Source: an optimization exercise on an open RTL-to-GDS flow (aim: small area). Production flows keep margins and buffers that such runs may drop. In this exercise RTL edits were held to simulation tests only and were not proved equivalent to the original.

## cordic_pipeline
module cordic_pipeline(clk, x0, y0, z0, out_x, out_y, out_z);
==> flow/config.mk <==
export PLATFORM = sky130hd
export DESIGN_NAME = cordic_pipeline
export DESIGN_NICKNAME = cordic_pipeline
export VERILOG_FILES = /design/flow/design.v
export SDC_FILE = /design/flow/constraint.sdc
export NUM_CORES = 4
export LEC_CHECK = 0
export CAP_MARGIN = 20
export CORE_MARGIN = 2
export CORE_UTILIZATION = 70
export CTS_BUF_LIST = sky130_fd_sc_hd__clkbuf_8
export CTS_CLUSTER_DIAMETER = 60
export CTS_CLUSTER_SIZE = 20
export PLACE_DENSITY = 0.8
export SLEW_MARGIN = 20
==> flow/constraint.sdc <==
create_clock -name core_clock -period 4.0 [get_ports {clk}]
set_input_delay 0.8000 -clock core_clock [delete_from_list [all_inputs] [get_ports {clk}]]
set_output_delay 0.8000 -clock core_clock [all_outputs]
set_load 0.01 [all_outputs]
standard.sh (not shown) runs the stock make flow with config.mk's settings and CLKGATE_MAP_FILE= SYNTH_SCRIPT=/design/flow/synth_recipe.tcl, a recipe that flattens the netlist after the stock synthesis.
==> flow/flow/run.sh <==
#!/bin/bash
# Own layout flow: the standard synthesis, then a netlist clean-up that pushes inverters
# through full adders and xor/xnor cells (flow/invopt.py; registers and ports untouched),
# then the standard layout with smaller port buffers.
set -euo pipefail
R=orfs/results/${FLOW_PLATFORM}/cordic_pipeline/base
bash standard.sh synth > synth.log 2>&1
cp $R/1_2_yosys.v synth_netlist.v
python3 flow/invopt.py synth_netlist.v $R/1_2_yosys.v > invopt.log 2>&1
rm -f $R/1_synth.odb $R/1_synth.sdc
bash standard.sh BUFFER_PORTS_ARGS="-buffer_cell sky130_fd_sc_hd__buf_2" finish > layout.log 2>&1
Other scripts of this flow, unchanged in this note and not shown: flow/flow/invopt.py
Change:
--- a/flow/flow/run.sh
+++ b/flow/flow/run.sh
@@ -9,3 +9,3 @@
 python3 flow/invopt.py synth_netlist.v $R/1_2_yosys.v > invopt.log 2>&1
 rm -f $R/1_synth.odb $R/1_synth.sdc
-bash standard.sh BUFFER_PORTS_ARGS="-buffer_cell sky130_fd_sc_hd__buf_2" finish > layout.log 2>&1
+bash standard.sh BUFFER_PORTS_ARGS="-buffer_cell sky130_fd_sc_hd__buf_1" finish > layout.log 2>&1
After rerunning: The changed run finished with timing, DRC and antenna clean. Die area does not change. Clock skew hardly moves. Wire length is about the same. Global-route usage is about the same.

* * *

Setup of build 44:
cordic_pipeline, a different RTL version from the one above (not shown whole).
Size in the first run: ~1,900 cells after synthesis, about 97 I/O pins, ~25,000 µm² of cells after synthesis.
Settings: LEC_CHECK=0, CAP_MARGIN=20, CORE_MARGIN=2, CORE_UTILIZATION=70, CTS_BUF_LIST=sky130_fd_sc_hd__clkbuf_8, CTS_CLUSTER_DIAMETER=60, CTS_CLUSTER_SIZE=20, PLACE_DENSITY=0.8, SLEW_MARGIN=20; clock period 4.0 ns.
==> flow/flow/run.sh <==
#!/bin/bash
# Own layout flow: the standard synthesis, then a netlist clean-up that removes inverters
# (flow/invopt.py complements self-dual or De Morgan-dual cells such as full adders, xor/xnor,
# nand/nor and aoi/oai, and splits a half adder into xor2 + nand2 where its carry is wanted
# inverted, so fewer inverters are needed; registers and output ports are untouched), then
# the standard layout with buf_1 port buffers. Each tool writes its own
# log here: synth.log, invopt.log, layout.log.
set -euo pipefail
R=orfs/results/${FLOW_PLATFORM}/cordic_pipeline/base
bash standard.sh synth > synth.log 2>&1
cp $R/1_2_yosys.v synth_netlist.v
if ! python3 flow/invopt.py synth_netlist.v $R/1_2_yosys.v > invopt.log 2>&1; then
  echo "invopt failed; keeping the standard netlist" >> invopt.log
  cp synth_netlist.v $R/1_2_yosys.v
fi
rm -f $R/1_synth.odb $R/1_synth.sdc
bash standard.sh BUFFER_PORTS_ARGS="-buffer_cell sky130_fd_sc_hd__buf_1" finish > layout.log 2>&1
Other scripts of this flow, unchanged in this note and not shown: flow/flow/invopt.py
Build 44 finished every stage and its layout cleared the timing, design-rule and antenna checks.
Changes in build 97 relative to build 44:
--- a/flow/flow/run.sh
+++ b/flow/flow/run.sh
@@ -2,7 +2,6 @@
 # Own layout flow: the standard synthesis, then a netlist clean-up that removes inverters
 # (flow/invopt.py complements self-dual or De Morgan-dual cells such as full adders, xor/xnor,
-# nand/nor and aoi/oai, and splits a half adder into xor2 + nand2 where its carry is wanted
-# inverted, so fewer inverters are needed; registers and output ports are untouched), then
-# the standard layout with buf_1 port buffers. Each tool writes its own
+# nand/nor and aoi/oai so fewer inverters are needed; registers, half adders and ports are
+# untouched), then the standard layout with buf_1 port buffers. Each tool writes its own
 # log here: synth.log, invopt.log, layout.log.
 set -euo pipefail
==> comparison <==
[compare] base=build 44 new=build 97: number of nets with antenna violations after routing stayed essentially flat, maximum operating frequency has remained practically unchanged, first-iteration DRC count held steady. Comparing build 97 against build 44, there is no change at all in wire length on met3. Status: clock-cell share of area parity (build 44, build 97). There was hardly any difference in setup slack between build 44 and build 97. Across build 97 and build 44, none had a timing, DRC or antenna violation.

* * *

## run 1
Another version of the RTL of cordic_pipeline (not shown whole).
Size in the first run: ~97 I/O pins.
clock: 4.0 ns
lec_check: 0
cap_margin: 20
core_margin: 2
core_utilization: 40
cts_buf_list: sky130_fd_sc_hd__clkbuf_8
cts_cluster_diameter: 60
cts_cluster_size: 20
slew_margin: 20
==> flow/flow/run.sh <==
#!/bin/bash
# Own layout flow: the standard synthesis, then a netlist clean-up that pushes inverters
# through full adders and xor/xnor cells (flow/invopt.py; registers and ports untouched),
# then the standard layout with smaller port buffers.
set -euo pipefail
R=orfs/results/${FLOW_PLATFORM}/cordic_pipeline/base
bash standard.sh synth > synth.log 2>&1
cp $R/1_2_yosys.v synth_netlist.v
python3 flow/invopt.py synth_netlist.v $R/1_2_yosys.v > invopt.log 2>&1
rm -f $R/1_synth.odb $R/1_synth.sdc
bash standard.sh BUFFER_PORTS_ARGS="-buffer_cell sky130_fd_sc_hd__buf_2" finish > layout.log 2>&1
==> flow/flow/invopt.py <==
#!/usr/bin/env python3
"""Push inverters through full adders (a full adder is self-dual: inverting all three inputs
inverts both outputs) to remove inverters that synthesis left around sky130 fa cells.
Registers, ports and every other cell are kept as they are. usage: invopt.py IN.v OUT.v"""
import re, sys, random, collections

src = open(sys.argv[1]).read()
m = re.search(r'\bmodule\b.*?;\n', src, re.S)
cell_re = re.compile(r'\n  (sky130_fd_sc_hd__\w+)\s+(\S+)\s*\((.*?)\);', re.S)
OUTPINS = {'X', 'Y', 'Q', 'Q_N', 'SUM', 'COUT', 'HI', 'LO'}
cells = []
for mm in cell_re.finditer(src):
    typ, name, body = mm.group(1), mm.group(2), mm.group(3)
    pins = [(p, n.strip()) for p, n in re.findall(r'\.(\w+)\(([^()]*)\)', body)]
    cells.append([typ, name, pins, mm.start(), mm.end()])
ports_in = set(); ports_out = set()
for kind, rng, names in re.findall(r'\n  (input|output)\s+(\[\d+:\d+\])?\s*([^;]+);', src):
    for nm in names.split(','):
        nm = nm.strip()
        if rng:
            hi, lo = map(int, rng[1:-1].split(':'))
            for i in range(min(hi, lo), max(hi, lo) + 1):
                (ports_in if kind == 'input' else ports_out).add('%s[%d]' % (nm, i))
        else:
            (ports_in if kind == 'input' else ports_out).add(nm)

def is_inv(t): return re.fullmatch(r'sky130_fd_sc_hd__inv_\d+', t) is not None
def is_fa(t): return re.fullmatch(r'sky130_fd_sc_hd__fa_\d+', t) is not None
def is_xor(t): return re.fullmatch(r'sky130_fd_sc_hd__x(n)?or2_\d+', t) is not None

drv = {}
loads = collections.defaultdict(list)   # net -> [(cell idx, pin)]
for ci, (typ, name, pins, a, b) in enumerate(cells):
    for p, n in pins:
        if p in OUTPINS: drv[n] = (ci, p)
        else: loads[n].append((ci, p))

def root(n):
    """(root net, polarity) following inverters back to a non-inverter driver."""
    pol = 0
    seen = 0
    while n in drv and is_inv(cells[drv[n][0]][0]) and seen < 50:
        ci = drv[n][0]
        n = dict(cells[ci][2])['A']; pol ^= 1; seen += 1
    return n, pol

# nets touching ports are left alone
frozen_roots = set()
for ci, c in enumerate(cells):
    if is_inv(c[0]):
        pins = dict(c[2])
        if pins['A'] in ports_in or pins['Y'] in ports_out:
            frozen_roots.add(root(pins['A'])[0])
for p in ports_out:
    frozen_roots.add(root(p)[0])

import os
MODE = os.environ.get('INVOPT', 'fx')
fas = [ci for ci, c in enumerate(cells) if (is_fa(c[0]) and 'f' in MODE) or (is_xor(c[0]) and 'x' in MODE)]
fa_index = {ci: i for i, ci in enumerate(fas)}
# consumers per root: list of (cell idx, pin, needed polarity relative to root)
cons = collections.defaultdict(list)
for ci, c in enumerate(cells):
    if is_inv(c[0]): continue
    for p, n in c[2]:
        if p in OUTPINS: continue
        if n in ('1\'h0', '1\'h1') or n.startswith("1'"): continue
        r, pol = root(n)
        if is_xor(c[0]): continue          # xor/xnor inputs take either polarity
        cons[r].append((ci, p, pol))
for p in ports_out:
    r, pol = root(p)
    cons[r].append((-1, p, pol))
producer = {}
for ci, c in enumerate(cells):
    if is_inv(c[0]): continue
    for p, n in c[2]:
        if p in OUTPINS: producer[n] = ci
flip = [0] * len(cells)

def sig_cost(r):
    if r in frozen_roots: return 0
    pi = flip[producer[r]] if r in producer else 0
    for ci, p, pol in cons[r]:
        need = pol ^ (flip[ci] if ci >= 0 else 0)
        if need != pi: return 1
    return 0

def fa_sigs(ci):
    s = set()
    for p, n in cells[ci][2]:
        if is_xor(cells[ci][0]) and p not in OUTPINS: continue
        s.add(root(n)[0])
    return s

cache_sigs = {ci: fa_sigs(ci) for ci in fas}
movable = [ci for ci in fas if not (cache_sigs[ci] & frozen_roots)]
allroots = set(cons) | set(producer)
before = sum(sig_cost(r) for r in allroots)
random.seed(1)
improved = True; rounds = 0
while improved and rounds < 50:
    improved = False; rounds += 1
    order = movable[:]; random.shuffle(order)
    for ci in order:
        sigs = cache_sigs[ci]
        c0 = sum(sig_cost(r) for r in sigs)
        flip[ci] ^= 1
        c1 = sum(sig_cost(r) for r in sigs)
        if c1 < c0: improved = True
        else: flip[ci] ^= 1
after = sum(sig_cost(r) for r in allroots)
print('inverters needed: before %d after %d (flipped %d of %d adders)' % (before, after, sum(flip), len(fas)),
      file=sys.stderr)

# ---- rewrite: every root gets its producer net (polarity pi) and, if needed, one inverter
newcells = []
newwires = []
net_for = {}   # (root, polarity) -> net name
cnt = 0
def get_net(r, pol):
    global cnt
    pi = flip[producer[r]] if r in producer else 0
    if pol == pi: return r
    key = (r, pol)
    if key not in net_for:
        cnt += 1
        nn = 'invopt_n%d' % cnt
        newwires.append(nn)
        newcells.append('  sky130_fd_sc_hd__inv_1 invopt_i%d (\n    .A(%s),\n    .Y(%s)\n  );' % (cnt, r, nn))
        net_for[key] = nn
    return net_for[key]

out = []
pos = 0
keep_inv = set()
# inverters feeding ports or fed by ports, or on frozen roots, are kept
for ci, c in enumerate(cells):
    if is_inv(c[0]):
        pins = dict(c[2])
        if root(pins['A'])[0] in frozen_roots: keep_inv.add(ci)
for ci, c in enumerate(cells):
    typ, name, pins, a, b = c
    out.append(src[pos:a]); pos = b
    if is_inv(typ) and ci not in keep_inv:
        continue
    if is_inv(typ):
        out.append(src[a:b]); continue
    fl = flip[ci]
    newpins = []
    if is_xor(typ):
        par = fl
        for p, n in pins:
            if p in OUTPINS or n.startswith("1'") or root(n)[0] in frozen_roots:
                newpins.append((p, n)); continue
            r, pol = root(n)
            pi = flip[producer[r]] if r in producer else 0
            newpins.append((p, get_net(r, pi)))
            par ^= pi ^ pol
        if par:
            if 'xnor2' in typ:
                typ = typ.replace('xnor2', 'xor2')
                newpins = [('X' if p == 'Y' else p, n) for p, n in newpins]
            else:
                typ = typ.replace('xor2', 'xnor2')
                newpins = [('Y' if p == 'X' else p, n) for p, n in newpins]
    else:
      for p, n in pins:
        if p in OUTPINS or n.startswith("1'") or root(n)[0] in frozen_roots:
            newpins.append((p, n)); continue
        r, pol = root(n)
        newpins.append((p, get_net(r, pol ^ fl)))
    body = ',\n'.join('    .%s(%s)' % (p, n) for p, n in newpins)
    out.append('\n  %s %s (\n%s\n  );' % (typ, name, body))
out.append(src[pos:])
res = ''.join(out)
decl = ''.join('  wire %s;\n' % w for w in newwires)
ins = res.index(';\n', res.index('module')) + 2
res = res[:ins] + decl + res[ins:]
endm = res.rindex('endmodule')
res = res[:endm] + '\n'.join(newcells) + '\n' + res[endm:]
open(sys.argv[2], 'w').write(res)
Here is what was changed in the inputs of run 2 compared with run 1.
Settings: CORE_UTILIZATION changed from 40 to 70; PLACE_DENSITY newly set to 0.8.
diff --git a/flow/flow/invopt.py b/flow/flow/invopt.py
--- a/flow/flow/invopt.py
+++ b/flow/flow/invopt.py
@@ -111,2 +111,39 @@
         else: flip[ci] ^= 1
+# group moves: runs of adders joined by their carries
+carry_next = {}
+for ci in movable:
+    if not is_fa(cells[ci][0]): continue
+    co = dict(cells[ci][2]).get('COUT')
+    if co is None: continue
+    for cj in movable:
+        pass
+fa_by_cin_root = collections.defaultdict(list)
+for ci in movable:
+    if is_fa(cells[ci][0]):
+        fa_by_cin_root[root(dict(cells[ci][2])['CIN'])[0]].append(ci)
+for ci in movable:
+    if is_fa(cells[ci][0]):
+        co = dict(cells[ci][2])['COUT']
+        nx = fa_by_cin_root.get(co, [])
+        if len(nx) == 1: carry_next[ci] = nx[0]
+def try_group(g):
+    sigs = set()
+    for ci in g: sigs |= cache_sigs[ci]
+    c0 = sum(sig_cost(r) for r in sigs)
+    for ci in g: flip[ci] ^= 1
+    c1 = sum(sig_cost(r) for r in sigs)
+    if c1 < c0: return True
+    for ci in g: flip[ci] ^= 1
+    return False
+for it in range(20):
+    changed = False
+    for ci in movable:
+        g = [ci]
+        while g[-1] in carry_next and len(g) < 16:
+            g.append(carry_next[g[-1]])
+            if try_group(g): changed = True
+    order = movable[:]; random.shuffle(order)
+    for ci in order:
+        if try_group([ci]): changed = True
+    if not changed: break
 after = sum(sig_cost(r) for r in allroots)
[summary]
- Of run 2 and run 1, the run reporting the higher global-route wire length before repair was run 2.
- Run 2 ends up with a clock-cell share of area that is 0.66 points lower than in run 1.
- Per the comparison of run 2 with run 1, final wirelength has increased; via count shows an increase of 124.
- Run 2 finished every stage and its layout cleared the timing, design-rule and antenna checks.
- For the achievable clock frequency, run 2 came in 0.0017 GHz lower than run 1 did.
diff inputs: run 2 => run 3
Settings: swapping 70 for 60 in CORE_UTILIZATION; swapping 0.8 for 0.7 in PLACE_DENSITY.
[summary]
Run 3 vs. run 2: worst-case setup margin in the final layout barely changed, maximum fanout along the worst path went down 5.

==> re-timing with driven ports <==
No port has a modelled driver above. Below, the same layouts with a new extraction and two added sets of constraints.
Step 1: set_driving_cell puts a clkbuf_16 on clk and a buf_2 on each other input, an assumption about the parent block.
Step 2 times the ports against the registers' clock, not the clock port: input delays grow and output delays shrink by t, the midpoint of the rising clock arrivals with the driver on.
a / b / c = no drivers / after step 1 / after step 2; a / b = the first two.
run | shift t [ns] | setup WS [ns] | worst register clock-pin slew, ns
the first run of note 1 | 0.641 | 0.079 / 0.030 / 0.135 | 0.11 / 0.11
the second run of note 1 | 0.649 | 0.020 / -0.028 / 0.170 | 0.11 / 0.11
build 44 | 0.666 | 0.129 / 0.129 / 0.129 | 0.11 / 0.11
build 97 | 0.666 | 0.129 / 0.129 / 0.129 | 0.11 / 0.11
run 1 | 0.676 | 0.228 / 0.228 / 0.228 | 0.12 / 0.12
run 2 | 0.685 | 0.203 / 0.203 / 0.203 | 0.12 / 0.12
run 3 | 0.690 | 0.201 / 0.201 / 0.201 | 0.12 / 0.12
After both steps setup and hold are still met in every run listed.
